Background: an optimization exercise with open tools, aiming at small area, a short achievable clock period and few clock cycles. Do not read the settings as production practice. RTL that was checked went through simulation tests only; none was proved equivalent to the original. No functional check of the RTL was part of runs 1 to 5.

File: design/flow/design.v
`timescale 1ns/10ps
module  SOBEL(clk,reset,busy,ready,iaddr,idata,cdata_rd,cdata_wr,caddr_rd,caddr_wr,cwr,crd,csel	);
input				clk;
input				reset;
output	reg 		busy;
input				ready;
output 	reg [16:0]		iaddr;
input  	[7:0]		idata;
input	[7:0]		cdata_rd;
output	reg [7:0]		cdata_wr;
output 	[15:0]		caddr_rd;
output 	reg [15:0]	caddr_wr;
output	reg         cwr;
output              crd;
output 	reg [1:0]	csel;
function [16:0] add;
    input [16:0] a;
    input [16:0] b;
    input        ci;
    add = a + b + {16'd0, ci};
endfunction
assign caddr_rd = 16'd0;
assign crd = 1'b0;
wire top = csel == 2'd3;
wire mid = csel == 2'd1;
wire bot = csel == 2'd2;
reg vnext;       
reg init;        
wire rowend = caddr_wr[7:0] == 8'd254;    
wire done   = top & cwr & (&caddr_wr);
reg [9:0]  N;     
reg [9:0]  S1;    
reg [9:0]  S2;    
reg [8:0]  K;     
reg [8:0]  D1;    
reg [10:0] G2;    
reg [7:0]  ybuf;
wire [9:0]  pix = mid ? {1'b0, idata, 1'b0} : {2'b0, idata};
wire [8:0]  d0  = ~K;                                    
wire [16:0] nsum = add({7'd0, top ? 10'd0 : N}, {7'd0, pix}, 1'b0);
wire [16:0] ksum = add({8'd0, K}, {9'd0, idata}, 1'b0);
wire [16:0] gx   = add({7'd0, S2}, ~{7'd0, N}, 1'b1);    
wire [16:0] gy   = add({6'd0, G2}, {{8{d0[8]}}, d0}, 1'b0);
wire [16:0] g2n  = add({{8{D1[8]}}, D1}, {{7{d0[8]}}, d0, 1'b0}, 1'b0);
wire [16:0] csum = add({9'd0, cdata_wr}, {9'd0, ybuf}, 1'b1);
wire [7:0] xc = gx[10] ? 8'd0 : (|gx[9:8]) ? 8'hff : gx[7:0];
wire [7:0] yc = gy[10] ? 8'd0 : (|gy[9:8]) ? 8'hff : gy[7:0];
always @(posedge clk) begin
    N <= nsum[9:0];
    if (top) begin
        S1 <= N;
        S2 <= S1;
        D1 <= d0;
        G2 <= g2n[10:0];
        K  <= ~{1'b0, idata};
    end else if (bot) begin
        K  <= ksum[8:0];
    end
    cdata_wr <= top ? xc : ybuf;
    ybuf     <= top ? yc : csum[8:1];
end
always @(posedge clk or posedge reset) begin
    if (reset) begin
        busy     <= 1'b0;
        csel     <= 2'd3;
        iaddr    <= 17'd0;
        caddr_wr <= 16'd0;
        cwr      <= 1'b0;
        vnext    <= 1'b0;
        init     <= 1'b1;
    end else if (busy) begin
        csel  <= done ? 2'd0 : {csel[0] ^ csel[1], csel[1]};
        iaddr <= add(iaddr, bot ? 17'h1FDFD : 17'd258, bot & rowend);
        if (top) begin
            cwr      <= vnext & ~done;
            vnext    <= ~rowend & ~init;
            init     <= init & ~iaddr[0];
            if (cwr) caddr_wr <= add({1'b0, caddr_wr}, 17'd1, 1'b0);
            if (done) busy <= 1'b0;
        end
    end else begin
        busy <= ready & (csel != 2'd0);
    end
end
endmodule
File: design/flow/run.sh
#!/bin/bash
# synth_recipe.tcl (not shown) runs the flow's synth.tcl, then flattens the netlist and writes it again
# the make line also repeats each setting of config.mk as NAME=value (left out here)
make -C /OpenROAD-flow-scripts/flow DESIGN_CONFIG=/design/flow/config.mk WORK_HOME=/design/flow/orfs CLKGATE_MAP_FILE= SYNTH_SCRIPT=/design/flow/synth_recipe.tcl finish
File: design/flow/config.mk
export PLATFORM = sky130hd
export DESIGN_NAME = SOBEL
export DESIGN_NICKNAME = SOBEL
export VERILOG_FILES = /design/flow/design.v
export SDC_FILE = /design/flow/constraint.sdc
export NUM_CORES = 4
export LEC_CHECK = 0
export CAP_MARGIN = 20
export CORE_MARGIN = 2
export CORE_UTILIZATION = 40
export SETUP_SLACK_MARGIN = 2.0
export SLEW_MARGIN = 20
File: design/flow/constraint.sdc
create_clock -name core_clock -period 5.0 [get_ports {clk}]
set_input_delay 1.0000 -clock core_clock [delete_from_list [all_inputs] [get_ports {clk}]]
set_output_delay 1.0000 -clock core_clock [all_outputs]
set_load 0.01 [all_outputs]
==> impl_results.md, run 1 <==
* Fin. Hold Viols at 0
* Pins Over Slew Limit at 0
* Ports at 81
* Async S/R FF share, synth at between 30% and 40%
* Die width at 139 um
* Worst-path cell chain: clkdlybuf4s50_1 -> mux2_2 -> ha_1 -> nand2_1 -> o21ai_1 -> or4_4 -> a2111o_1 -> o211ai_1
* Clock Skews at 0.0109 ns
* CTS tree: yes
* Seq cells post-synth at 114
* Area of the mapped netlist at 7310 um2
* Final GP Congestion at 0.832
* DRC viols at 0
* Hold Path Sink: S2[8]$_DFFE_PP_
* Vias in the first global route at between 5000 and 6000
* Top post-synthesis cells by area: edfxtp_1 20%, dfrtp_1 12%, ha_1 12%
* Clock sink total at 114
* EDFF count, synth at 49
* DIE AREA at 19400 um2
* Period Utilization, post-route at 58.2%
* Startpoint class of the critical path: input port
* Final nets at 891
* Synth Instances at 713
* FF-to-FF Start: csel[0]$_DFFE_PP1P_
* Layout cells sized above 1 at approximately an eighth
* # rows at just under 50
* Vias at 5562
* Largest net degree at the start of global routing at 40
* First-pass DRT Iterations at 6
* Post-DP HPWL at 11700 um
* WL/cell at 15.7 um
* DRT antenna net count at 0
* 1st-iter DRT viols at 294
* Setup TNS at 0 ns
* CP required at around 5.3 ns
* Die Y at ~140 um
* Top cell type's share of synthesized area at about a fifth
* Number of max-cap violations at 0
* Clock buffer depth at 2
* Worst-path clk slew at approximately 0.06 ns
* Core area at 18000 um2
* Synth area leader: edfxtp_1
* GRT Overall Usage at roughly 17%
* Primary FF master, synth: edfxtp_1
* Warnings, synthesis at 1
* Crit-path max FO at 4
* Hold path depth at 0
* Final Non-Filler Cells at 1034
* Most frequent cells in the layout: 68 x ha_1, 52 x clkdlybuf4s50_1, 51 x inv_1
* Commonest non-fill, non-tap cell in the layout: ha_1
* Clk root buf: clkbuf_16
* CP max-delay cell: clkdlybuf4s50_1
* Via density per instance at between 5 and 6
* First-pass GRT wire length at 26800 um
* H-tree depth at 4
* HP Class: reg2reg
* Reg-to-reg endpoint: iaddr[16]$_DFFE_PP0P_
* Num CTS Buffers at 17
* Fin crit period at 2.91 ns
* Worst r2r path cells at 13
* Total length of routed wires at ~16000 um
* Largest stage delay, worst path at about 0.50 ns
* Placed instance count at 988
* Reg-to-reg slack, setup at 2.10 ns
* IO buf count at 55
* Antenna Cells at 0
* Final setup vio count at 0
* Initial antenna violation count at 0
* Critical Path AT at 3.24 ns
* Crit end category: register
* WS Path Type: in2reg
* Worst-Skew Late Latency at 0.41 ns
* Min-delay src: S1[8]$_DFFE_PP_
* Hold-fix buffers, CTS at 0
* Netlist cell types at 75
* Highest Clock Rate at roughly 340 MHz
* Overflow after GRT at 0
* Area growth, synth to finish at 21.0%
* RSZ-0062 raised after global routing: yes
* Sequential share of the synthesized area at 40.6%
* Starting density of the core at 40.7%
* Post-Syn Area per Cell at 10.3 um2
* Status: no timing/DRC/antenna violations
-- critical path: cells and delay by family --
family	cells	cell delay [ns]
adders and majority gates	1	0.34
muxes	1	0.31
AOI/OAI and AO/OA	3	0.58
buffers and inverters	1	0.50
and+or+nand+nor	2	0.51
-- synthesized netlist by cell type (5+ instances only) --
cell / count
nand2b_1: 8
a21oi_1: 36
clkbuf_1: 8
o21ai_0: 25
xor2_1: 18
or2_2: 5
a31oi_1: 6
a21o_1: 9
xnor2_1: 41
o21ai_1: 11
inv_1: 52
edfxtp_1: 49
dfrtp_1: 36
nor2b_1: 15
nor2_1: 44
nand3_1: 21
nor4_1: 6
o221ai_1: 7
o21a_1: 11
and3_1: 5
nand2_1: 45
fa_1: 8
dfxtp_1: 26
mux2i_1: 6
nor3_1: 16
buf_4: 17
mux2_2: 15
nand4_1: 5
ha_1: 72
-- what timing repair did --
action	in CTS	in global routing
resized for setup	14	10
pin swaps	5	9
endpoints found under the setup margin	10	8
setup buffers	7	7
-- layout make-up --
cell class | count | area [um2]
clock buffers | 20 | 479
clock inverters | 12 | 118
fillers | 1639 | 9110
inverters | 53 | 199
multi-input cells | 534 | 4100
flip-flops and latches | 114 | 2970
well taps | 229 | 287
repair buffers | 72 | 694
-- kinds of logic after synthesis --
group	count (synthesis)	share of synthesized area [%]
compound gates	166	16.5
xor+xnor	59	7.07
fa+ha+maj	80	14.5
buf+inv	81	5.05
flops	114	40.6
mux	21	3.13
other cells	1	0.0513
simple gates	191	13.1
-- registers in the layout (all words and copies together) (netlist names) --
name,count
N,10
caddr_wr,16
D1,9
S2,10
busy,1
cdata_wr,8
csel,2
S1,10
iaddr,17
cwr,1
K,9
G2,11
ybuf,8
vnext,1
init,1
-- per-stage QoR --
step	setup slack [ns]	hold slack [ns]	utilization, %	cell area, um2
floorplan	1.90	0.400	-	7410
global placement	1.41	0.402	45.0	8080
detailed placement	1.36	0.408	45.0	8080
CTS	2.02	0.416	48.8	8760
global route	1.96	0.433	49.3	8850
finish	2.09	0.412	49.3	8850
-- worst max path at each step --
stage	end	slack (ns)	start	depth (start not counted)
3_3_place_gp	N[9]$_DFF_P_	1.41	idata[1]	10
5_1_grt	iaddr[16]$_DFFE_PP0P_	1.96	caddr_wr[0]$_DFFE_PP0P_	14
6_report	N[9]$_DFF_P_	2.09	idata[3]	8
2_1_floorplan	N[9]$_DFF_P_	1.90	csel[1]$_DFFE_PP1P_	11
4_1_cts	iaddr[12]$_DFFE_PP0P_	2.02	caddr_wr[0]$_DFFE_PP0P_	13
3_5_place_dp	N[9]$_DFF_P_	1.36	idata[1]	10
-- routing by layer --
layer / wire (um) / GRT usage, %
met1: 7370 / 20.9
met2: 7810 / 28.8
met3: 761 / 4.92
met4: 311 / 5.32
met5: 0 / 0
==> run 2: changes to the inputs <==
==> design/flow/design.v (replaced) <==
`timescale 1ns/10ps
module  SOBEL(clk,reset,busy,ready,iaddr,idata,cdata_rd,cdata_wr,caddr_rd,caddr_wr,cwr,crd,csel	);
input				clk;
input				reset;
output	reg 		busy;
input				ready;
output 	reg [16:0]		iaddr;
input  	[7:0]		idata;
input	[7:0]		cdata_rd;
output	reg [7:0]		cdata_wr;
output 	[15:0]		caddr_rd;
output 	reg [15:0]	caddr_wr;
output	reg         cwr;
output              crd;
output 	reg [1:0]	csel;
assign caddr_rd = 16'd0;
assign crd = 1'b0;
wire rtop = csel == 2'd2;
wire rbot = csel == 2'd1;
wire top  = csel == 2'd3;
wire mid  = csel == 2'd1;
wire bot  = csel == 2'd2;
reg vnext;       
reg init;        
wire rowend = caddr_wr[7:0] == 8'd254;    
wire done   = top & cwr & (&caddr_wr);
reg [7:0]  idr;   
reg [9:0]  N;     
reg [9:0]  S1;    
reg [9:0]  S2;    
reg [8:0]  K;     
reg [8:0]  D1;    
reg [10:0] G2;    
reg [7:0]  ybuf;
wire [9:0]  pix = mid ? {1'b0, idr, 1'b0} : {2'b0, idr};
wire [8:0]  d0  = ~K;                                    
wire [9:0]  nsum = (top ? 10'd0 : N) + pix;
wire [8:0]  ksum = K + {1'b0, idr};
wire [10:0] gx   = {1'b0, S2} - {1'b0, N};               
wire [10:0] gy   = G2 + {{2{d0[8]}}, d0};
wire [10:0] g2n  = {{2{D1[8]}}, D1} + {d0[8], d0, 1'b0};
wire [8:0]  csum = {1'b0, cdata_wr} + {1'b0, ybuf} + 9'd1;
wire [7:0] xc = gx[10] ? 8'd0 : (|gx[9:8]) ? 8'hff : gx[7:0];
wire [7:0] yc = gy[10] ? 8'd0 : (|gy[9:8]) ? 8'hff : gy[7:0];
always @(posedge clk) begin
    idr <= idata;
    N <= nsum;
    if (top) begin
        S1 <= N;
        S2 <= S1;
        D1 <= d0;
        G2 <= g2n;
        K  <= ~{1'b0, idr};
    end else if (bot) begin
        K  <= ksum;
    end
    cdata_wr <= top ? xc : ybuf;
    ybuf     <= top ? yc : csum[8:1];
end
always @(posedge clk or posedge reset) begin
    if (reset) begin
        busy     <= 1'b0;
        csel     <= 2'd2;
        iaddr    <= 17'd0;
        caddr_wr <= 16'd0;
        cwr      <= 1'b0;
        vnext    <= 1'b0;
        init     <= 1'b1;
    end else if (busy) begin
        csel  <= done ? 2'd0 : {~csel[1] | ~csel[0], csel[1]};
        iaddr <= rbot ? iaddr + 17'h1FDFD + {16'd0, rowend} : iaddr + 17'd258;
        if (top) begin
            cwr      <= vnext & ~done;
            vnext    <= ~rowend & ~init;
            init     <= init & ~iaddr[0];
            if (cwr) caddr_wr <= caddr_wr + 16'd1;
            if (done) busy <= 1'b0;
        end
    end else begin
        busy <= ready & (csel != 2'd0);
    end
end
endmodule
--- a/design/flow/config.mk
+++ b/design/flow/config.mk
@@ -10,3 +10,3 @@
 export CORE_UTILIZATION = 40
-export SETUP_SLACK_MARGIN = 2.0
+export SETUP_SLACK_MARGIN = 2.2
 export SLEW_MARGIN = 20
==> run 2 against run 1 <==
Die area down 4.4%. First-iteration DRC count is 15% lower. Flip-flop and latch count grew 8. Clock-buffer cell count shrank 3. Sequential share of layout area grew 3.2 points. Clock skew is 0.0030 ns lower. Cell count decreased by 2.7%. Wire length down 7.0%. Highest routed layer unchanged.
==> impl_results.md, run 2 <==
* Worst-path clk slew at 0.06 ns (about the same)
* CP startpoint: csel[1]$_DFFE_PP1P_
* Largest registers: iaddr: 17 flops, caddr_wr: 16 flops, G2: 11 flops
* Final GP Congestion at 0.818 (-1.6%)
* Top cell type's share of synthesized area at 21.1% (+0.96 points)
* Slew HR at 55.5%
* Async S/R FF share, synth at 32.0% (-2.2 points)
* Most frequent cell after synthesis: nand2_1
* Antenna Cells at 0 (unchanged)
* WS Path Type: reg2reg
* Sequential share of the synthesized area at 44.9% (+4.2 points)
* GRT Overall Usage at 17.1% (+0.16 points)
* Crit-path max FO at 7 (+3)
* Hold-fix buffers, CTS at 0 (unchanged)
* Overflow after GRT at 0 (unchanged)
* HP Class: reg2reg
* First-pass DRT Iterations at 5 (-1)
* Largest Register: iaddr
* Initial antenna violation count at 1 (+1)
* Final nets at 852 (-4.4%)
* Starting density of the core at 40.6% (-0.080 points)
* CTS tree: yes
* Warnings, synthesis at 1 (unchanged)
* DRT antenna net count at 0 (unchanged)
* Primary FF master, synth: edfxtp_1
* Top post-synthesis cells by area: edfxtp_1 21%, dfrtp_1 13%, ha_1 11%
* Post-DP HPWL at 10600 um (-9.1%)
* Critical Path AT at 3.03 ns (-0.21 ns)
* Core area at 17200 um2 (-4.4%)
* CP required at 5.30 ns (-0.03 ns)
* Largest net degree at the start of global routing at 61 (+53%)
* Hold path depth at 0 (unchanged)
* Commonest non-fill, non-tap cell in the layout: nand2_1
* Status: no timing/DRC/antenna violations
* WL/cell at 15.0 um (-4.5%)
* Area after DPL at 7720 um2 (-4.4%)
* Num CTS Buffers at 17 (unchanged)
* Final instance area at 8530 um2 (-3.6%)
* Via density per instance at 5.19 (-3.6%)
* Clock buffer depth at 2 (unchanged)
* 1st-iter DRT viols at 249 (-15%)
* Netlist cell types at 69 (-8.0%)
* Area growth, synth to finish at 22.2%
* Synth area leader: edfxtp_1
* Startpoint class of the critical path: register
* # rows at 48 (-2.0%)
* Area of the mapped netlist at 6980 um2 (-4.6%)
* Slew @ Worst Pin at 0.667 ns
* Crit end category: register
* Die Y at 136 um (-2.2%)
* H-tree depth at 4 (unchanged)
* Layout cells sized above 1 at 10.9% (-2.4 points)
* Most frequent cells in the layout: 64 x nand2_1, 57 x nor2_1, 57 x ha_1
* Synth Instances at 691 (-3.1%)
* Clock sink total at 122 (+7.0%)
* Clock Skews at 0.00794 ns (-0.00296 ns)
* Clk root buf: clkbuf_16
* Final setup vio count at 0 (unchanged)
* Ports at 81 (unchanged)
* IO buf count at 55 (unchanged)
* Fin. Hold Viols at 0 (unchanged)
* Min-delay src: S1[6]$_DFFE_PP_
* Total length of routed wires at 15100 um (-7.0%)
* RSZ-0062 raised after global routing: no
* DIE AREA at 18500 um2 (-4.4%)
* Die width at 136 um (-2.2%)
* Vias at 5217 (-6.2%)
* Worst-Skew Late Latency at 0.42 ns (about the same)
* Seq cells post-synth at 122 (+7.0%)
* Period Utilization, post-route at 54.6% (-3.7 points)
* EDFF count, synth at 49 (unchanged)
* Post-Syn Area per Cell at 10.1 um2 (-1.5%)
* Worst r2r path cells at 10 (-3)
* FF-to-FF Start: csel[1]$_DFFE_PP1P_
* Fin crit period at 2.73 ns (-0.184 ns)
* First-pass GRT wire length at 24600 um (-8.2%)
* Pins Over Slew Limit at 0 (unchanged)
* Synth cell count leaders: 65 x nand2_1, 59 x ha_1, 59 x nor2_1, 49 x edfxtp_1, 46 x xnor2_1
* Setup TNS at 0 ns (unchanged)
* Vias in the first global route at 5065 (-11%)
* Number of max-cap violations at 0 (unchanged)
* Max reg flops at 17 (unchanged)
* DRC viols at 0 (unchanged)
* Highest Clock Rate at 367 MHz (+6.7%)
==> run 2: final timing paths <==
| check | to | slack [ns] |
|---|---|---|
| min in group asynchronous | caddr_wr[13]$_DFFE_PP0P_ | 1.00 |
| max in group asynchronous | busy$_DFF_PP0_ | 3.61 |
| min | S2[6]$_DFFE_PP_ | 0.42 |
| min reg2reg | S2[6]$_DFFE_PP_ | 0.42 |
| max reg2reg | N[8]$_DFF_P_ | 2.27 |
| max | N[8]$_DFF_P_ | 2.27 |
==> run 2: worst max-delay path: stages (launching register included) <==
cell and delay (ns):
dfstp_4 0.69, nand2_8 0.11, and2_1 0.20, ha_2 0.20, fa_2 0.35, a21o_1 0.19
a21oi_2 0.13, nor2b_1 0.07, o21a_1 0.19, o41a_1 0.34, xor2_1 0.15
==> run 2: repair_timing <==
| action | CTS | global route |
|---|---|---|
| endpoints found under the setup margin | 18 | 14 |
| resized for setup | 9 | 12 |
| pin swaps | 2 | 5 |
| gates cloned | 1 | 1 |
| buffers inserted | 7 | 8 |
==> run 2: cell type report <==
| class | instances | area (um2) |
|---|---|---|
| clock inverter | 15 | 151 |
| clock buffer | 17 | 425 |
| multi-input combinational | 515 | 3660 |
| timing repair buffer | 72 | 689 |
| inverter | 39 | 173 |
| sequential | 122 | 3140 |
| timing repair inverter | 1 | 11.3 |
| fill | 1557 | 8640 |
| tap | 225 | 282 |
==> run 2: per-layer routing <==
layer | global-route usage [%] | vias up | share of wire [%]
met4 | 9.20 | 0 | 2.7
met2 | 26.7 | 114 | 47
met3 | 4.55 | 25 | 4.5
met1 | 21.7 | 2462 | 46
li1 | - | 2616 | -
met5 | 0 | - | 0
==> run 2: per-stage QoR <==
| step | hold slack, ns | setup slack [ns] | util, % | std cells |
|---|---|---|---|---|
| after floorplan | 0.400 | 2.20 | - | 707 |
| after global routing | 0.429 | 2.18 | 49.7 | 1006 |
| after detailed placement | 0.405 | 1.59 | 44.9 | 957 |
| after CTS | 0.420 | 2.20 | 48.8 | 997 |
| after global placement | 0.401 | 1.70 | 44.9 | 957 |
| final | 0.417 | 2.27 | 49.7 | 1006 |
==> run 2: logic make-up (layout without fill, tap and decap cells) <==
group                      count (synthesis)  after routing  share of synthesized area, %
xor gates and xnor gates                  63             63                          7.91
muxes                                      4              4                         0.574
buffers and inverters                     71            144                          4.95
other                                      1             17                        0.0537
adders and majority gates                 65             65                          12.3
DFF                                      122            122                          44.9
and+or+nand+nor                          212            213                          14.6
AOI/OAI and AO/OA                        153            153                          14.8
==> run 3: changes to the inputs <==
--- a/design/flow/config.mk
+++ b/design/flow/config.mk
@@ -10,3 +10,3 @@
 export CORE_UTILIZATION = 40
-export SETUP_SLACK_MARGIN = 2.2
+export SETUP_SLACK_MARGIN = 2.8
 export SLEW_MARGIN = 20
==> run 3 against run 2 <==
Still clean on timing, DRC and antenna. Final area rose by 11%. First-iteration DRC count increased by 18%. Setup slack better by 0.094 ns. Critical endpoint unchanged. Global-route usage up 1.2 points. Register-to-register slack better by 0.09 ns. Cell count up 6.2%.
==> impl_results.md, run 3 <==
* Starting density of the core at 40.6% (unchanged)
* Sequential share of the synthesized area at 44.9% (unchanged)
* Status: no timing/DRC/antenna violations
* CTS tree: yes
* Final instance area at 9510 um2 (+11%)
* 1st-iter DRT viols at 293 (+18%)
* Layout cells sized above 1 at 26.7% (+16 points)
* Synth Instances at 691 (unchanged)
* IO buf count at 55 (unchanged)
* Clock buffer depth at 2 (unchanged)
* Num CTS Buffers at 17 (unchanged)
* Core area at 17200 um2 (unchanged)
* Storage cell area at 3160 um2 (+0.72%)
* Largest Register: iaddr
* Antenna Cells at 0 (unchanged)
* Post-Syn Area per Cell at 10.1 um2 (unchanged)
* Warnings, synthesis at 1 (unchanged)
* Critical Path AT at 2.93 ns (-0.10 ns)
* Hold path depth at 0 (unchanged)
* WS Path Type: reg2reg
* Final setup vio count at 0 (unchanged)
* Slew HR at 64.8% (+9.2 points)
* Overflow after GRT at 0 (unchanged)
* Max reg flops at 17 (unchanged)
* Die width at 136 um (unchanged)
* Startpoint class of the critical path: register
* Fin. Hold Viols at 0 (unchanged)
* Async S/R FF share, synth at 32.0% (unchanged)
* First-pass GRT wire length at 26400 um (+7.2%)
* WL/cell at 15.5 um (+3.5%)
* Min-delay src: S1[6]$_DFFE_PP_
* Top post-synthesis cells by area: edfxtp_1 21%, dfrtp_1 13%, ha_1 11%
* DRT antenna net count at 0 (unchanged)
* Area growth, synth to finish at 36.2%
* # rows at 48 (unchanged)
* GRT Overall Usage at 18.3% (+1.2 points)
* CP required at 5.30 ns (about the same)
* Pins Over Slew Limit at 0 (unchanged)
* DIE AREA at 18500 um2 (unchanged)
* Largest registers: iaddr: 17 flops, caddr_wr: 16 flops, G2: 11 flops
* Worst-path clk slew at 0.05 ns (about the same)
* Largest net degree at the start of global routing at 59 (-3.3%)
* Vias in the first global route at 5506 (+8.7%)
* HP Class: reg2reg
* Filler cell count in the final layout at 1476 (-5.2%)
* Synth area leader: edfxtp_1
* Commonest non-fill, non-tap cell in the layout: nand2_1
* Netlist cell types at 69 (unchanged)
* Slew @ Worst Pin at 0.524 ns (-0.143 ns)
* Die Y at 136 um (unchanged)
* First-pass DRT Iterations at 5 (unchanged)
* Setup TNS at 0 ns (unchanged)
* Hold Path Sink: S2[6]$_DFFE_PP_
* Via density per instance at 5.23 (+0.82%)
* Most frequent cells in the layout: 62 x nand2_1, 60 x buf_4, 55 x nor2_1
* Area of the mapped netlist at 6980 um2 (unchanged)
* Worst r2r path cells at 10 (unchanged)
* Number of max-cap violations at 0 (unchanged)
* Most frequent cell after synthesis: nand2_1
* Fin crit period at 2.63 ns (-0.0943 ns)
* Clock Skews at 0.00552 ns (-0.00242 ns)
* Primary FF master, synth: edfxtp_1
* Final nets at 914 (+7.3%)
* Highest Clock Rate at 380 MHz (+3.6%)
* Crit-path max FO at 5 (-2)
* Initial antenna violation count at 0 (-1)
* FF-to-FF Start: csel[1]$_DFFE_PP1P_
* Worst-Skew Late Latency at 0.41 ns (about the same)
* Reg-to-reg slack, setup at 2.37 ns (+0.09 ns)
* H-tree depth at 4 (unchanged)
* Final Non-Filler Cells at 1068 (+6.2%)
* Clock sink total at 122 (unchanged)
* Area after DPL at 7740 um2 (+0.26%)
* Vias at 5584 (+7.0%)
* Total length of routed wires at 16600 um (+9.9%)
* Clk root buf: clkbuf_16
* RSZ-0062 raised after global routing: yes
* Reg-to-reg endpoint: N[8]$_DFF_P_
* Placed instance count at 957 (unchanged)
* Period Utilization, post-route at 52.7% (-1.9 points)
* Post-DP HPWL at 10500 um (-0.59%)
* Hold-fix buffers, CTS at 0 (unchanged)
* EDFF count, synth at 49 (unchanged)
* Ports at 81 (unchanged)
* Top cell type's share of synthesized area at 21.1% (unchanged)
* Seq cells post-synth at 122 (unchanged)
* DRC viols at 0 (unchanged)
* Multi-input gate area at 4120 um2 (+13%)
* Final GP Congestion at 0.821 (+0.33%)
* Synth cell count leaders: 65 x nand2_1, 59 x ha_1, 59 x nor2_1, 49 x edfxtp_1, 46 x xnor2_1
* Crit end category: register
## run 3: cell counts after synthesis
No cell type changed its count.
## run 3: logic make-up after synthesis
family / count (synthesis) / synth area share [%]
compound gates: 153 / 14.8
xor+xnor: 63 / 7.91
fa+ha+maj: 65 / 12.3
buf+inv: 71 / 4.95
flops: 122 / 44.9
mux: 4 / 0.574
other cells: 1 / 0.0537
simple gates: 212 / 14.6
## run 3: cell type report
type | count | share of cell area, %
clock buffers | 23 | 5.03
clock inverters | 9 | 1.00
inverters | 39 | 1.89
multi-input cells | 515 | 43.3
flip-flops and latches | 122 | 33.2
well taps | 225 | 2.96
repair buffers | 134 | 12.4
repair inverters | 1 | 0.171
## run 3: critical path, stage by stage, from the launching register on
cell and delay [ns]:
dfstp_4 0.68, nand2_8 0.10, and2_4 0.16, ha_4 0.16
fa_2 0.35, a21o_1 0.17, a21oi_2 0.16, nor2b_1 0.08
o21a_1 0.19, o41a_1 0.32, xor2_1 0.15
## run 3: how the worst max path moves through the flow
stage,from,endpoint,slack (ns),cells after the start
after global placement,csel[1]$_DFFE_PP1P_,N[9]$_DFF_P_,1.70,9
after global routing,csel[1]$_DFFE_PP1P_,N[8]$_DFF_P_,2.32,10
final,csel[1]$_DFFE_PP1P_,N[8]$_DFF_P_,2.37,10
after detailed placement,csel[0]$_DFFE_PP0P_,N[9]$_DFF_P_,1.64,10
after CTS,csel[1]$_DFFE_PP1P_,N[9]$_DFF_P_,2.41,10
after floorplan,csel[1]$_DFFE_PP1P_,N[8]$_DFF_P_,2.20,12
## run 3: layer usage
layer	vias up	track usage (%)	share of wire, %
met1	2681	22.8	44
li1	2742	-	-
met3	31	4.85	4.9
met4	0	8.28	2.7
met2	130	29.8	48
met5	-	0	0
## run 3: timing repair
action                     in CTS  in global routing
gates resized for setup       139                 56
hold endpoints to repair        0                  0
buffers inserted               48                 29
pin swaps                      33                 42
gates cloned                    2                  0
setup endpoints to repair     121                 38
## run 3: through the flow
stage               hold slack [ns]  worst slack [ns]  utilization [%]
floorplan                     0.400              2.20                -
global placement              0.400              1.70             45.1
detailed placement            0.406              1.64             45.1
CTS                           0.417              2.41             52.4
global route                  0.421              2.32             55.4
finish                        0.415              2.37             55.4
==> run 4: changes to the inputs <==
--- a/design/flow/config.mk
+++ b/design/flow/config.mk
@@ -10,3 +10,4 @@
 export CORE_UTILIZATION = 40
-export SETUP_SLACK_MARGIN = 2.8
+export CTS_BUF_LIST = sky130_fd_sc_hd__clkbuf_4
+export SETUP_SLACK_MARGIN = 2.2
 export SLEW_MARGIN = 20
==> run 4 against run 3 <==
Global-route usage is 1.2 points lower. Die area stayed put. Clock-buffer cell count is 6 lower. Maximum frequency is 4.2% lower. Wire length is 10% lower. Via count is 6.7% lower. Non-clock buffer count is 64 lower. Critical path depth stayed put. Critical path type unchanged. Largest cell class unchanged.
==> impl_results.md, run 4 <==
* Period Utilization, post-route at 55.0% (+2.3 points)
* Post-DP HPWL at 10600 um (+0.60%)
* Largest registers: iaddr: 17 flops, caddr_wr: 16 flops, G2: 11 flops
* HP Class: reg2reg
* IO buf count at 55 (unchanged)
* Vias in the first global route at 5108 (-7.2%)
* Slew HR at 55.4% (-9.3 points)
* Synth area leader: edfxtp_1
* Total length of routed wires at 14900 um (-10%)
* Worst-path cell chain: nand2_8 -> and2_4 -> ha_4 -> fa_2 -> a21o_1 -> a21oi_2 -> nor2b_1 -> o21a_1 -> o41a_1 -> xor2_1
* Hold-fix buffers, CTS at 0 (unchanged)
* WS Path Type: reg2reg
* Final nets at 849 (-7.1%)
* Most frequent cell after synthesis: nand2_1
* Largest net degree at the start of global routing at 61 (+3.4%)
* Vias at 5211 (-6.7%)
* Die width at 136 um (unchanged)
* Post-Syn Area per Cell at 10.1 um2 (unchanged)
* H-tree depth at 4 (unchanged)
* Top cell type's share of synthesized area at 21.1% (unchanged)
* Setup TNS at 0 ns (unchanged)
* Num CTS Buffers at 17 (unchanged)
* Clk root buf: clkbuf_4
* Commonest non-fill, non-tap cell in the layout: nand2_1
* Layout cells sized above 1 at 10.7% (-16 points)
* Overflow after GRT at 0 (unchanged)
* Crit path buffers/inverters at 0 (unchanged)
* DRT antenna net count at 0 (unchanged)
* Primary FF master, synth: edfxtp_1
* Clock buffer depth at 2 (unchanged)
* Fin. Hold Viols at 0 (unchanged)
* Post-Place Worst Slack at 1.59 ns (-0.0435 ns)
* Async S/R FF share, synth at 32.0% (unchanged)
* Largest Register: iaddr
* Initial antenna violation count at 2 (+2)
* DRC viols at 0 (unchanged)
* Critical Path AT at 3.17 ns (+0.24 ns)
* Sequential share of the synthesized area at 44.9% (unchanged)
* Max reg flops at 17 (unchanged)
* Via density per instance at 5.19 (-0.73%)
* Ports at 81 (unchanged)
* Fin Hold WS at 0.425 ns (+0.0101 ns)
* Clock sink total at 122 (unchanged)
* Filler cell count in the final layout at 1602 (+8.5%)
* Synth cell count leaders: 65 x nand2_1, 59 x ha_1, 59 x nor2_1, 49 x edfxtp_1, 46 x xnor2_1
* Number of max-cap violations at 0 (unchanged)
* Post-route setup slack at 2.25 ns (-0.114 ns)
* Fin crit period at 2.75 ns (+0.114 ns)
* Status: no timing/DRC/antenna violations
* WL/cell at 14.9 um (-4.3%)
* Starting density of the core at 40.6% (unchanged)
* Core area at 17200 um2 (unchanged)
* Clock Skews at 0.0187 ns (+0.0132 ns)
* Final setup vio count at 0 (unchanged)
* Netlist cell types at 69 (unchanged)
* Top post-synthesis cells by area: edfxtp_1 21%, dfrtp_1 13%, ha_1 11%
* Most frequent cells in the layout: 64 x nand2_1, 58 x ha_1, 57 x nor2_1
* 1st-iter DRT viols at 310 (+5.8%)
* GRT Overall Usage at 17.1% (-1.2 points)
* Critical path's top delay family: compound AO/OA/AOI/OAI gates
* Final GP Congestion at 0.818 (-0.33%)
* Worst-path clk slew at 0.12 ns (+0.07 ns)
* DIE AREA at 18500 um2 (unchanged)
* Area growth, synth to finish at 17.5%
* Highest Clock Rate at 364 MHz (-4.2%)
* Largest stage delay, worst path at 0.70 ns (+0.02 ns)
* Worst-Skew Late Latency at 0.53 ns (+0.12 ns)
* EDFF count, synth at 49 (unchanged)
* Die Y at 136 um (unchanged)
* RSZ-0062 raised after global routing: yes
* Crit-path max FO at 5 (unchanged)
* Pins Over Slew Limit at 0 (unchanged)
* Seq cells post-synth at 122 (unchanged)
* Crit end category: register
* CTS tree: yes
* First-pass GRT wire length at 24700 um (-6.6%)
* First-pass DRT Iterations at 4 (-1)
* Warnings, synthesis at 1 (unchanged)
* Synth Instances at 691 (unchanged)
* Area of the mapped netlist at 6980 um2 (unchanged)
* CP max-delay cell: dfstp_4
* # rows at 48 (unchanged)
* Startpoint class of the critical path: register
* Slew @ Worst Pin at 0.669 ns (+0.145 ns)
* CP required at 5.42 ns (+0.12 ns)
-- run 4: final cells by class --
cell class | instances | area [um2] | area share, %
antenna | 1 | 2.50 | 0.0305
multi-input combinational | 515 | 3660 | 44.6
inverter | 39 | 173 | 2.11
timing repair buffer | 70 | 666 | 8.12
clock buffer | 17 | 128 | 1.56
sequential | 122 | 3140 | 38.3
clock inverter | 15 | 151 | 1.85
tap | 225 | 282 | 3.43
-- run 4: repair_timing --
item,CTS,global route
gates cloned,1,0
pin swaps,2,8
setup endpoints to repair,17,17
resized for setup,10,14
buffers inserted,9,4
-- run 4: worst paths after layout --
kind / startpoint / end / slack, ns / cells after the start
min in group asynchronous: reset / caddr_wr[12]$_DFFE_PP0P_ / 0.87 / 3
hold / removal: S1[1]$_DFFE_PP_ / S2[1]$_DFFE_PP_ / 0.42 / 0
setup reg to reg: csel[1]$_DFFE_PP1P_ / N[8]$_DFF_P_ / 2.25 / 10
max in group asynchronous: reset / iaddr[2]$_DFFE_PP0P_ / 3.74 / 3
hold reg to reg: S1[1]$_DFFE_PP_ / S2[1]$_DFFE_PP_ / 0.42 / 0
setup / recovery: csel[1]$_DFFE_PP1P_ / N[8]$_DFF_P_ / 2.25 / 10
-- run 4: cells by family after synthesis --
family	count (synthesis)	synth area share, %
and+or+nand+nor	212	14.6
AOI/OAI and AO/OA	153	14.8
DFF	122	44.9
buffers and inverters	71	4.95
adders and majority gates	65	12.3
xor gates and xnor gates	63	7.91
muxes	4	0.574
other	1	0.0537
-- run 4: worst register-to-register path: stages, from the launching register on --
cell and delay (ns):
dfstp_4 0.70, nand2_8 0.11, and2_4 0.17, ha_4 0.16
fa_2 0.36, a21o_1 0.17, a21oi_2 0.13, nor2b_1 0.07
o21a_1 0.20, o41a_1 0.43, xor2_1 0.15
-- run 4: per-stage QoR --
step,instance area (um2),std cells,util (%)
detailed placement,7720,957,44.9
global route,8200,1004,47.7
CTS,8110,999,47.2
floorplan,7130,707,-
global placement,7720,957,44.9
finish,8200,1004,47.7
-- run 4: routing by layer --
| metal | GRT usage (%) | vias up | share of wire, % |
|---|---|---|---|
| li1 | - | 2609 | - |
| met5 | 0 | - | 0 |
| met4 | 8.56 | 0 | 2.6 |
| met3 | 4.66 | 27 | 4.5 |
| met1 | 21.2 | 2449 | 46 |
| met2 | 27.4 | 126 | 47 |
==> run 5: changes to the inputs <==
--- a/design/flow/config.mk
+++ b/design/flow/config.mk
@@ -10,3 +10,4 @@
 export CORE_UTILIZATION = 40
-export CTS_BUF_LIST = sky130_fd_sc_hd__clkbuf_4
+export CTS_BUF_LIST = sky130_fd_sc_hd__clkbuf_8
+export CTS_CLUSTER_SIZE = 30
 export SETUP_SLACK_MARGIN = 2.2
==> run 5 against run 4 <==
Via count fell by 0.15%. Critical path depth fell by 1. Still clean.
==> impl_results.md, run 5 <==
* Clk root buf: clkbuf_8
* Initial antenna violation count at 1 (-1)
* Slew HR at 55.8% (+0.42 points)
* Critical Path AT at 3.10 ns (-0.07 ns)
* Area of the mapped netlist at 6980 um2 (unchanged)
* GRT Overall Usage at 17.1% (about the same)
* Reg-to-reg slack, setup at 2.25 ns (about the same)
* Worst-path clk slew at 0.08 ns (-0.04 ns)
* IO buf count at 55 (unchanged)
* Sequential share of the synthesized area at 44.9% (unchanged)
* Top cell type's share of synthesized area at 21.1% (unchanged)
* Final GP Congestion at 0.818 (unchanged)
* Synth cell count leaders: 65 x nand2_1, 59 x ha_1, 59 x nor2_1, 49 x edfxtp_1, 46 x xnor2_1
* Worst-Skew Late Latency at 0.45 ns (-0.08 ns)
* DRT antenna net count at 0 (unchanged)
* Ports at 81 (unchanged)
* Antenna Cells at 0 (-1)
* Largest Register: iaddr
* Crit end category: register
* Max reg flops at 17 (unchanged)
* EDFF count, synth at 49 (unchanged)
* First-pass GRT wire length at 24600 um (-0.28%)
* WS Path Type: reg2reg
* WL/cell at 14.9 um (+0.18%)
* Min-delay src: S1[6]$_DFFE_PP_
* DRC viols at 0 (unchanged)
* Clock sink total at 122 (unchanged)
* Clock buffer depth at 2 (unchanged)
* CTS tree: yes
* Hold Path Sink: S2[6]$_DFFE_PP_
* Die Y at 136 um (unchanged)
* Top post-synthesis cells by area: edfxtp_1 21%, dfrtp_1 13%, ha_1 11%
* Synth area leader: edfxtp_1
* Die width at 136 um (unchanged)
* Highest Clock Rate at 364 MHz (about the same)
* Largest net degree at the start of global routing at 61 (unchanged)
* Slew @ Worst Pin at 0.662 ns (-0.00629 ns)
* FF-to-FF Start: csel[1]$_DFFE_PP1P_
* Pins Over Slew Limit at 0 (unchanged)
* Layout cells sized above 1 at 11.2% (+0.56 points)
* Area growth, synth to finish at 19.8%
* Most frequent cell after synthesis: nand2_1
* Commonest non-fill, non-tap cell in the layout: nand2_1
* Number of max-cap violations at 0 (unchanged)
* Clock Skews at 0.0111 ns (-0.00762 ns)
* Most frequent cells in the layout: 64 x nand2_1, 57 x nor2_1, 57 x ha_1
* H-tree depth at 4 (unchanged)
* Starting density of the core at 40.6% (unchanged)
* Status: no timing/DRC/antenna violations
* Total length of routed wires at 15000 um (+0.68%)
* Synth Instances at 691 (unchanged)
* Via density per instance at 5.16 (-0.65%)
* DIE AREA at 18500 um2 (unchanged)
* Primary FF master, synth: edfxtp_1
* Fin. Hold Viols at 0 (unchanged)
* Setup TNS at 0 ns (unchanged)
* Overflow after GRT at 0 (unchanged)
* Period Utilization, post-route at 54.9% (about the same)
* Netlist cell types at 69 (unchanged)
* Seq cells post-synth at 122 (unchanged)
* Crit-path max FO at 7 (+2)
* Num CTS Buffers at 17 (unchanged)
* Core area at 17200 um2 (unchanged)
* RSZ-0062 raised after global routing: yes
* Final nets at 855 (+0.71%)
* Hold path depth at 0 (unchanged)
* Worst r2r path cells at 9 (-1)
* Async S/R FF share, synth at 32.0% (unchanged)
* HP Class: reg2reg
* Warnings, synthesis at 1 (unchanged)
* Fin crit period at 2.75 ns (-0.00141 ns)
* Post-Syn Area per Cell at 10.1 um2 (unchanged)
* Post-DP HPWL at 10600 um (unchanged)
* Largest registers: iaddr: 17 flops, caddr_wr: 16 flops, G2: 11 flops
* # rows at 48 (unchanged)
* Post-Place Worst Slack at 1.59 ns (unchanged)
* 1st-iter DRT viols at 275 (-11%)
* Vias at 5203 (-0.15%)
* Final setup vio count at 0 (unchanged)
* Post-route setup slack at 2.25 ns (+0.00141 ns)
* CP required at 5.36 ns (-0.06 ns)
* First-pass DRT Iterations at 4 (unchanged)
* Reg-to-reg endpoint: N[9]$_DFF_P_
* Startpoint class of the critical path: register
* Vias in the first global route at 5067 (-0.80%)
run 5: cell count changes in the layout (fill, tap and decap cells not counted), sizes merged:
cell           previous run  this run
dlymetal6s2s              1         0
inv                      40        41
buf                      15        20
clkdlybuf4s50            53        54
diode                     1         0
run 5: logic make-up (layout without fill, tap and decap cells):
group | after synthesis | in the layout | synth area share (%)
other | 1 | 17 | 0.0537
AOI/OAI and AO/OA | 153 | 153 | 14.8
muxes | 4 | 4 | 0.574
and+or+nand+nor | 212 | 213 | 14.6
adders and majority gates | 65 | 65 | 12.3
buffers and inverters | 71 | 147 | 4.95
xor gates and xnor gates | 63 | 63 | 7.91
DFF | 122 | 122 | 44.9
run 5: critical path, cell delays in order (launching register included):
cell and delay, ns:
dfstp_4 0.69, nand2_8 0.11, and2_1 0.21, ha_2 0.20
a21o_1 0.20, a21oi_2 0.18, o21ai_2 0.07, or4_4 0.43
a2111o_1 0.44, o211ai_1 0.12
run 5: layout make-up:
type,instances,area [um2]
fill,1581,8810
tap,225,282
timing repair inverter,1,11.3
inverter,39,173
sequential,122,3140
multi-input combinational,515,3660
clock inverter,15,151
timing repair buffer,75,712
clock buffer,17,234
run 5: worst max path at each step:
stage | slack, ns | to | startpoint
2_1_floorplan | 2.20 | N[8]$_DFF_P_ | csel[1]$_DFFE_PP1P_
3_3_place_gp | 1.70 | N[9]$_DFF_P_ | csel[1]$_DFFE_PP1P_
3_5_place_dp | 1.59 | N[9]$_DFF_P_ | csel[1]$_DFFE_PP1P_
4_1_cts | 2.19 | N[9]$_DFF_P_ | csel[1]$_DFFE_PP1P_
5_1_grt | 2.17 | N[9]$_DFF_P_ | csel[1]$_DFFE_PP1P_
6_report | 2.25 | N[9]$_DFF_P_ | csel[1]$_DFFE_PP1P_
run 5: stage by stage:
| stage | hold slack [ns] | cell area [um2] | utilization, % | std cells |
|---|---|---|---|---|
| 4_1_cts | 0.424 | 8200 | 47.7 | 997 |
| 3_3_place_gp | 0.401 | 7720 | 44.9 | 957 |
| 2_1_floorplan | 0.400 | 7130 | - | 707 |
| 5_1_grt | 0.431 | 8360 | 48.7 | 1009 |
| 6_report | 0.421 | 8360 | 48.7 | 1009 |
| 3_5_place_dp | 0.405 | 7720 | 44.9 | 957 |
run 5: repair_timing:
action / 4_1_cts / 5_1_grt
setup endpoints to repair: 18 / 13
buffers inserted: 7 / 11
gates resized for setup: 10 / 11
pin swaps: 2 / 5
gates cloned: 1 / 1
hold buffers: 0 / 0
run 5: per-layer routing:
metal  track usage, %  routed length, um
met1             21.4               6880
met2             26.7               7000
met3             4.55                660
met4             9.66                494
met5                0                  0
==> run 6: changes to the inputs <==
--- a/design/flow/design.v
+++ b/design/flow/design.v
@@ -17,12 +17,12 @@
 assign crd = 1'b0;
-wire rtop = csel == 2'd2;
+wire rmid = csel == 2'd3;
 wire rbot = csel == 2'd1;
 wire top  = csel == 2'd3;
-wire mid  = csel == 2'd1;
-wire bot  = csel == 2'd2;
+reg ptop;        
+reg pbot;        
 reg vnext;       
-reg init;        
+reg started;     
 wire rowend = caddr_wr[7:0] == 8'd254;    
 wire done   = top & cwr & (&caddr_wr);
-reg [7:0]  idr;   
+reg [8:0]  idr;   
 reg [9:0]  N;     
@@ -34,6 +34,5 @@
 reg [7:0]  ybuf;
-wire [9:0]  pix = mid ? {1'b0, idr, 1'b0} : {2'b0, idr};
 wire [8:0]  d0  = ~K;                                    
-wire [9:0]  nsum = (top ? 10'd0 : N) + pix;
-wire [8:0]  ksum = K + {1'b0, idr};
+wire [9:0]  nsum = (ptop ? 10'd0 : N) + {1'b0, idr};
+wire [8:0]  ksum = K + idr;
 wire [10:0] gx   = {1'b0, S2} - {1'b0, N};               
@@ -45,5 +44,5 @@
 always @(posedge clk) begin
-    idr <= idata;
+    idr <= rmid ? {idata, 1'b0} : {1'b0, idata};
     N <= nsum;
-    if (top) begin
+    if (ptop) begin
         S1 <= N;
@@ -52,8 +51,8 @@
         G2 <= g2n;
-        K  <= ~{1'b0, idr};
-    end else if (bot) begin
+        K  <= ~idr;
+    end else if (pbot) begin
         K  <= ksum;
     end
-    cdata_wr <= top ? xc : ybuf;
-    ybuf     <= top ? yc : csum[8:1];
+    cdata_wr <= ptop ? xc : ybuf;
+    ybuf     <= ptop ? yc : csum[8:1];
 end
@@ -62,3 +61,5 @@
         busy     <= 1'b0;
-        csel     <= 2'd2;
+        csel     <= 2'd0;
+        ptop     <= 1'b0;
+        pbot     <= 1'b0;
         iaddr    <= 17'd0;
@@ -67,5 +68,7 @@
         vnext    <= 1'b0;
-        init     <= 1'b1;
+        started  <= 1'b0;
     end else if (busy) begin
         csel  <= done ? 2'd0 : {~csel[1] | ~csel[0], csel[1]};
+        ptop  <= csel == 2'd2;
+        pbot  <= csel == 2'd1;
         iaddr <= rbot ? iaddr + 17'h1FDFD + {16'd0, rowend} : iaddr + 17'd258;
@@ -73,4 +76,4 @@
             cwr      <= vnext & ~done;
-            vnext    <= ~rowend & ~init;
-            init     <= init & ~iaddr[0];
+            vnext    <= ~rowend & started;
+            started  <= started | iaddr[0];
             if (cwr) caddr_wr <= caddr_wr + 16'd1;
@@ -78,4 +81,5 @@
         end
-    end else begin
-        busy <= ready & (csel != 2'd0);
+    end else if (ready & ~started) begin
+        busy <= 1'b1;
+        csel <= 2'd2;
     end
--- a/design/flow/config.mk
+++ b/design/flow/config.mk
@@ -10,4 +10,3 @@
 export CORE_UTILIZATION = 40
-export CTS_BUF_LIST = sky130_fd_sc_hd__clkbuf_8
-export CTS_CLUSTER_SIZE = 30
+export CTS_BUF_LIST = sky130_fd_sc_hd__clkbuf_4 sky130_fd_sc_hd__clkbuf_8
 export SETUP_SLACK_MARGIN = 2.2
==> run 6 against run 5 <==
Maximum frequency grew 3.8%. Hold slack improved by 0.0032 ns. Setup slack better by 0.10 ns. Area after synthesis increased by 2.9%. First-iteration DRC count increased by 13%. Core utilization decreased by 0.94 points. Sequential share of layout area rose by 0.22 points. Final area rose by 1.5%. Non-clock buffer count shrank 13. Flip-flop and latch count up 3. Critical path type is now reg2out. Critical endpoint is now busy.
==> impl_results.md, run 6 <==
* Status: no timing/DRC/antenna violations
* Post-Syn Area per Cell at 10.3 um2 (+1.6%)
* Area growth, synth to finish at 18.2%
* Reg-to-reg endpoint: ybuf[6]$_DFF_P_
* Finished Core Util at 47.7% (-0.94 points)
* Slew HR at 45.6% (-10 points)
* DRC viols at 0 (unchanged)
* Worst-path cell chain: clkdlybuf4s50_1
* Fin crit period at 2.65 ns (-0.100 ns)
* Warnings, synthesis at 1 (unchanged)
* H-tree depth at 4 (unchanged)
* CP max-delay cell: dfrtp_4
* Synth area leader: edfxtp_1
* DRT antenna net count at 0 (unchanged)
* Vias in the first global route at 5256 (+3.7%)
* Netlist cell types at 70 (+1.4%)
* Layout cells sized above 1 at 9.90% (-1.3 points)
* Period Utilization, post-route at 52.9% (-2.0 points)
* CTS tree: yes
* Critical path's top delay family: flip-flops
* Vias at 5278 (+1.4%)
* Startpoint class of the critical path: register
* Highest Clock Rate at 378 MHz (+3.8%)
* EDFF count, synth at 49 (unchanged)
* GRT Overall Usage at 16.2% (-0.88 points)
* Die Y at 138 um (+1.4%)
* CP startpoint: busy$_DFF_PP0_
* Core area at 17800 um2 (+3.5%)
* Area after DPL at 7900 um2 (+2.3%)
* Largest registers: iaddr: 17 flops, caddr_wr: 16 flops, G2: 11 flops
* Largest net degree at the start of global routing at 55 (-9.8%)
* Most frequent cells in the layout: 59 x ha_1, 56 x nand2_1, 55 x clkdlybuf4s50_1
* Antenna Cells at 0 (unchanged)
* Filler cell count in the final layout at 1638 (+3.6%)
* Clock Skews at 0.0102 ns (-0.000876 ns)
* RSZ-0062 raised after global routing: no
* Post-route setup slack at 2.35 ns (+0.100 ns)
* Sequential share of the synthesized area at 44.5% (-0.34 points)
* Number of max-cap violations at 0 (unchanged)
* Placed instance count at 970 (+1.4%)
* CP required at 4.00 ns (-1.36 ns)
* Hold Path Sink: S2[2]$_DFFE_PP_
* Fin Hold WS at 0.424 ns (+0.00323 ns)
* Worst-path clk slew at 0.07 ns (about the same)
* DIE AREA at 19000 um2 (+2.9%)
* Worst r2r path cells at 10 (+1)
* Ports at 81 (unchanged)
* Clk root buf: clkbuf_8
* FF-to-FF Start: K[0]$_DFFE_PP_
* Fin. Hold Viols at 0 (unchanged)
* Final instance area at 8490 um2 (+1.5%)
* Starting density of the core at 40.4% (-0.22 points)
* WL/cell at 14.9 um (-0.27%)
* Overflow after GRT at 0 (unchanged)
* Area of the mapped netlist at 7180 um2 (+2.9%)
* Final nets at 849 (-0.70%)
* Post-Place Worst Slack at 2.02 ns (+0.425 ns)
* First-pass GRT wire length at 25500 um (+3.6%)
* Min-delay src: S1[2]$_DFFE_PP_
* Pins Over Slew Limit at 0 (unchanged)
* Clock sink total at 125 (+2.5%)
* Top cell type's share of synthesized area at 20.5% (-0.60 points)
* Via density per instance at 5.24 (+1.6%)
* HP Class: reg2reg
* Post-DP HPWL at 10900 um (+2.4%)
* First-pass DRT Iterations at 4 (unchanged)
* Reg-to-reg slack, setup at 2.37 ns (+0.12 ns)
* Commonest non-fill, non-tap cell in the layout: ha_1
* Top post-synthesis cells by area: edfxtp_1 20%, dfrtp_1 14%, ha_1 10%
* Synth Instances at 700 (+1.3%)
* Initial antenna violation count at 0 (-1)
* Slew @ Worst Pin at 0.814 ns (+0.151 ns)
* IO buf count at 55 (unchanged)
* Num CTS Buffers at 17 (unchanged)
* Most frequent cell after synthesis: ha_1
* Synth cell count leaders: 59 x ha_1, 56 x nand2_1, 54 x nor2_1, 49 x edfxtp_1, 43 x xnor2_1
* # rows at 49 (+2.1%)
* Largest Register: iaddr
* Worst-Skew Late Latency at 0.44 ns (about the same)
* 1st-iter DRT viols at 310 (+13%)
* Clock buffer depth at 2 (unchanged)
* Seq cells post-synth at 125 (+2.5%)
* Critical Path AT at 1.65 ns (-1.45 ns)
* Hold path depth at 0 (unchanged)
* Max reg flops at 17 (unchanged)
* Crit path buffers/inverters at 1 (+1)
* Primary FF master, synth: edfxtp_1
* Crit-path max FO at 27 (+20)
* Final setup vio count at 0 (unchanged)
* Setup TNS at 0 ns (unchanged)
* Async S/R FF share, synth at 32.8% (+0.83 points)
* Largest stage delay, worst path at 0.61 ns (-0.08 ns)
* WS Path Type: reg2out
* Total length of routed wires at 15000 um (-0.47%)
* Final GP Congestion at 0.871 (+6.5%)
* Crit end category: output port
* Final Non-Filler Cells at 1007 (-0.20%)
* Die width at 138 um (+1.4%)
run 6: changes by cell type in the layout (fill, tap and decap cells not counted), sizes merged, moves of 6 or more:
| cell | change |
|---|---|
| a2111oi | +9 |
| buf | -13 |
| mux2 | +7 |
| nand2 | -9 |
| nand3 | +6 |
| nor2b | +7 |
| o21a | -10 |
| or3 | -6 |
run 6: area by class of cell:
class                           instances  area, um2  share of cell area [%]
Multi-Input combinational cell        520       3790                    44.6
Sequential cell                       125       3210                    37.8
Timing Repair Buffer                   62        607                    7.15
Tap cell                              229        287                    3.38
Clock buffer                           21        264                    3.11
Clock inverter                         11        191                    2.25
Inverter                               39        146                    1.72
run 6: routing by layer:
layer  share of wire [%]  routed length [um]  GRT usage [%]
met5                   0                   0              0
met4                 1.6                 235           5.80
met3                 5.7                 860           4.99
met2                  47                7090           26.3
met1                  45                6770           20.5
run 6: timing repair:
item	CTS	global route
hold buffers	0	0
resized for setup	8	15
endpoints found under the setup margin	9	19
pin swaps	1	4
setup buffers	0	5
run 6: how the worst max path moves through the flow:
stage / endpoint / slack [ns] / cells after the start
global placement: ybuf[3]$_DFF_P_ / 2.14 / 10
global route: ybuf[2]$_DFF_P_ / 2.17 / 10
floorplan: N[9]$_DFF_P_ / 2.18 / 11
detailed placement: ybuf[3]$_DFF_P_ / 2.02 / 10
CTS: ybuf[2]$_DFF_P_ / 2.20 / 10
finish: busy / 2.35 / 1
run 6: logic make-up (layout without fill, tap and decap cells):
group                    Yosys count  in the layout  share of synthesized area (%)
flip-flops                       125            125                           44.5
AO/OA/AOI/OAI                    146            146                           13.8
XOR/XNOR                          64             64                           7.80
buffers and inverters             71            133                           5.05
adder cells (fa/ha/maj)           65             65                           11.9
multiplexers                      12             12                           1.79
other                              1             17                         0.0522
AND/OR/NAND/NOR                  216            216                           15.0
Testbench counts of run 6, summed over its fixed seeds: cycles 789,544.
==> run 7: changes to the inputs <==
--- a/design/flow/config.mk
+++ b/design/flow/config.mk
@@ -9,4 +9,5 @@
 export CORE_MARGIN = 2
-export CORE_UTILIZATION = 40
-export CTS_BUF_LIST = sky130_fd_sc_hd__clkbuf_4 sky130_fd_sc_hd__clkbuf_8
+export CORE_UTILIZATION = 60
+export CTS_BUF_LIST = sky130_fd_sc_hd__clkbuf_8
+export CTS_CLUSTER_SIZE = 30
 export SETUP_SLACK_MARGIN = 2.2
==> run 7 against run 6 <==
First-iteration DRC count fell by 26%. Synthesized cell count did not move. Cell count down 8.5%. Highest routed layer unchanged. Setup slack got worse by 0.029 ns. Final area fell by 1.6%. Hold slack barely moved. Critical endpoint is now ybuf[6]$_DFF_P_. Clock skew is essentially flat.
==> impl_results.md, run 7 <==
* Primary FF master, synth: edfxtp_1
* Pins Over Slew Limit at 0 (unchanged)
* Slew @ Worst Pin at 0.758 ns (-0.0558 ns)
* Post-Place Worst Slack at 1.80 ns (-0.221 ns)
* Core area at 11600 um2 (-35%)
* Top cell type's share of synthesized area at 20.5% (unchanged)
* Most frequent cell after synthesis: ha_1
* Worst-path clk slew at 0.08 ns (about the same)
* Netlist cell types at 70 (unchanged)
* First-pass GRT wire length at 24400 um (-4.4%)
* IO buf count at 55 (unchanged)
* Min-delay src: S1[0]$_DFFE_PP_
* Period Utilization, post-route at 53.5% (+0.59 points)
* RSZ-0062 raised after global routing: no
* Number of max-cap violations at 0 (unchanged)
* DIE AREA at 12900 um2 (-32%)
* Starting density of the core at 62.1% (+22 points)
* Area growth, synth to finish at 16.2%
* CTS tree: yes
* Synth Instances at 700 (unchanged)
* Commonest non-fill, non-tap cell in the layout: ha_1
* Crit end category: register
* WS Path Type: reg2reg
* Ports at 81 (unchanged)
* Fin. Hold Viols at 0 (unchanged)
* Clock Skews at 0.00988 ns (-0.000347 ns)
* Overflow after GRT at 0 (unchanged)
* Largest registers: iaddr: 17 flops, caddr_wr: 16 flops, G2: 11 flops
* Area after DPL at 7780 um2 (-1.5%)
* Post-Syn Area per Cell at 10.3 um2 (unchanged)
* DRC viols at 0 (unchanged)
* Die width at 113 um (-18%)
* Via density per instance at 5.86 (+12%)
* CP startpoint: K[0]$_DFFE_PP_
* Clock buffer depth at 2 (unchanged)
* DRT antenna net count at 0 (unchanged)
* Layout cells sized above 1 at 10.0% (+0.13 points)
* Fin Hold WS at 0.423 ns (-0.000444 ns)
* Largest net degree at the start of global routing at 44 (-20%)
* Highest Clock Rate at 374 MHz (-1.1%)
* Worst-Skew Late Latency at 0.45 ns (about the same)
* GRT Overall Usage at 23.7% (+7.5 points)
* Largest Register: iaddr
* Hold path depth at 0 (unchanged)
* Setup TNS at 0 ns (unchanged)
* Slew HR at 49.4% (+3.7 points)
* Sequential share of the synthesized area at 44.5% (unchanged)
* Final Non-Filler Cells at 921 (-8.5%)
* Seq cells post-synth at 125 (unchanged)
* Area of the mapped netlist at 7180 um2 (unchanged)
* Fin crit period at 2.68 ns (+0.0293 ns)
* Warnings, synthesis at 1 (unchanged)
* Synth cell count leaders: 59 x ha_1, 56 x nand2_1, 54 x nor2_1, 49 x edfxtp_1, 43 x xnor2_1
* Crit-path max FO at 8 (-70%)
* Async S/R FF share, synth at 32.8% (unchanged)
* Antenna Cells at 0 (unchanged)
* Clk root buf: clkbuf_8
* CP required at 5.31 ns (+1.31 ns)
* HP Class: reg2reg
* Initial antenna violation count at 0 (unchanged)
* Most frequent cells in the layout: 59 x ha_1, 56 x nand2_1, 55 x clkdlybuf4s50_1
* Startpoint class of the critical path: register
* Vias at 5399 (+2.3%)
* H-tree depth at 4 (unchanged)
* First-pass DRT Iterations at 4 (unchanged)
* Top post-synthesis cells by area: edfxtp_1 20%, dfrtp_1 14%, ha_1 10%
* Post-route setup slack at 2.32 ns (-0.0293 ns)
* 1st-iter DRT viols at 229 (-26%)
* Vias in the first global route at 5283 (+0.51%)
* FF-to-FF Start: K[0]$_DFFE_PP_
* Num CTS Buffers at 17 (unchanged)
* Synth area leader: edfxtp_1
* EDFF count, synth at 49 (unchanged)
* Total length of routed wires at 15000 um (+0.46%)
* Max reg flops at 17 (unchanged)
* Post-DP HPWL at 10400 um (-3.8%)
* Finished Core Util at 72.2% (+24 points)
* Die Y at 113 um (-18%)
* Final GP Congestion at 0.870 (-0.14%)
* Final instance area at 8350 um2 (-1.6%)
* Status: no timing/DRC/antenna violations
* WL/cell at 16.3 um (+9.8%)
* # rows at 39 (-20%)
* Clock sink total at 125 (unchanged)
* Final nets at 849 (unchanged)
* Final setup vio count at 0 (unchanged)
* Critical Path AT at 2.98 ns (+1.33 ns)
* Worst r2r path cells at 10 (unchanged)
* Placed instance count at 883 (-9.0%)
[run 7: path summary, 6_finish.rpt]
kind / slack, ns / endpoint
min in group asynchronous: 0.96 / caddr_wr[10]$_DFFE_PP0P_
min reg2reg: 0.42 / S2[0]$_DFFE_PP_
max: 2.32 / ybuf[6]$_DFF_P_
max reg2reg: 2.32 / ybuf[6]$_DFF_P_
min: 0.42 / S2[0]$_DFFE_PP_
max in group asynchronous: 3.42 / iaddr[4]$_DFFE_PP0P_
[run 7: critical path, cell delays in order, from the launching register on]
cell       delay, ns
edfxtp_1        0.41
inv_1           0.13
ha_1            0.18
inv_1           0.05
fa_1            0.39
nand2b_1        0.19
a21oi_2         0.22
o211a_4         0.23
a311oi_4        0.16
a2111oi_1       0.44
o22ai_1         0.13
[run 7: repair_timing]
action / 4_1_cts / 5_1_grt
gates resized for setup: 5 / 18
buffers inserted: 1 / 5
hold buffers: 0 / 0
endpoints found under the setup margin: 13 / 18
pin swaps: 1 / 4
[run 7: final cells by class]
| cell class | instances | area (um2) |
|---|---|---|
| well taps | 143 | 179 |
| multi-input cells | 520 | 3790 |
| inverters | 39 | 146 |
| flip-flops and latches | 125 | 3210 |
| clock inverters | 14 | 136 |
| clock buffers | 18 | 248 |
| repair buffers | 62 | 643 |
| fillers | 872 | 3210 |
[run 7: cell families after synthesis]
group                    synth area share (%)
adder cells (fa/ha/maj)                  11.9
other                                  0.0522
multiplexers                             1.79
AND/OR/NAND/NOR                          15.0
AO/OA/AOI/OAI                            13.8
buffers and inverters                    5.05
XOR/XNOR                                 7.80
flip-flops                               44.5
[run 7: metal layers]
metal	vias up	GRT usage (%)	part of all wire (%)
met5	-	0	0
li1	2640	-	-
met2	116	40.4	50
met3	36	5.37	3.7
met4	0	9.92	2.8
met1	2607	29.3	43

-- afterwards: timing with drivers on the ports --
How much do the figures lean on ideal ports? The routed layouts below were timed once more, with nothing changed but the port constraints. Step 1 sets driving cells, clkbuf_16 on the clock port and buf_2 on the other inputs (assumed; they add their load-dependent delay and slew). Step 2 also shifts input and output timing later by t, the mid clock arrival at the registers, as if the neighbouring blocks saw the same clock. Slacks: no drivers / after step 1 / after step 2; pairs: no drivers / after step 1.
run | t (ns) | setup WS [ns] | hold WS [ns] | worst slew at a driven data input, ns
run 1 | 0.448 | 2.089 / 2.096 / 1.660 | 0.412 / 0.412 / 0.412 | 0.06
run 2 | 0.454 | 2.272 / 2.272 / 2.272 | 0.417 / 0.417 / 0.417 | 0.04
run 3 | 0.456 | 2.367 / 2.367 / 2.367 | 0.415 / 0.415 / 0.415 | 0.04
run 4 | 0.560 | 2.252 / 2.252 / 2.252 | 0.425 / 0.425 / 0.425 | 0.04
run 5 | 0.478 | 2.254 / 2.254 / 2.254 | 0.421 / 0.421 / 0.421 | 0.04
run 6 | 0.473 | 2.354 / 2.316 / 2.369 | 0.424 / 0.424 / 0.424 | 0.06
run 7 | 0.477 | 2.325 / 2.320 / 2.325 | 0.423 / 0.423 / 0.423 | 0.05
After both steps every run listed still meets setup and hold. The setup slack of run 1, which loses most, moves by +0.007 ns with the drivers and by -0.429 ns with both steps.
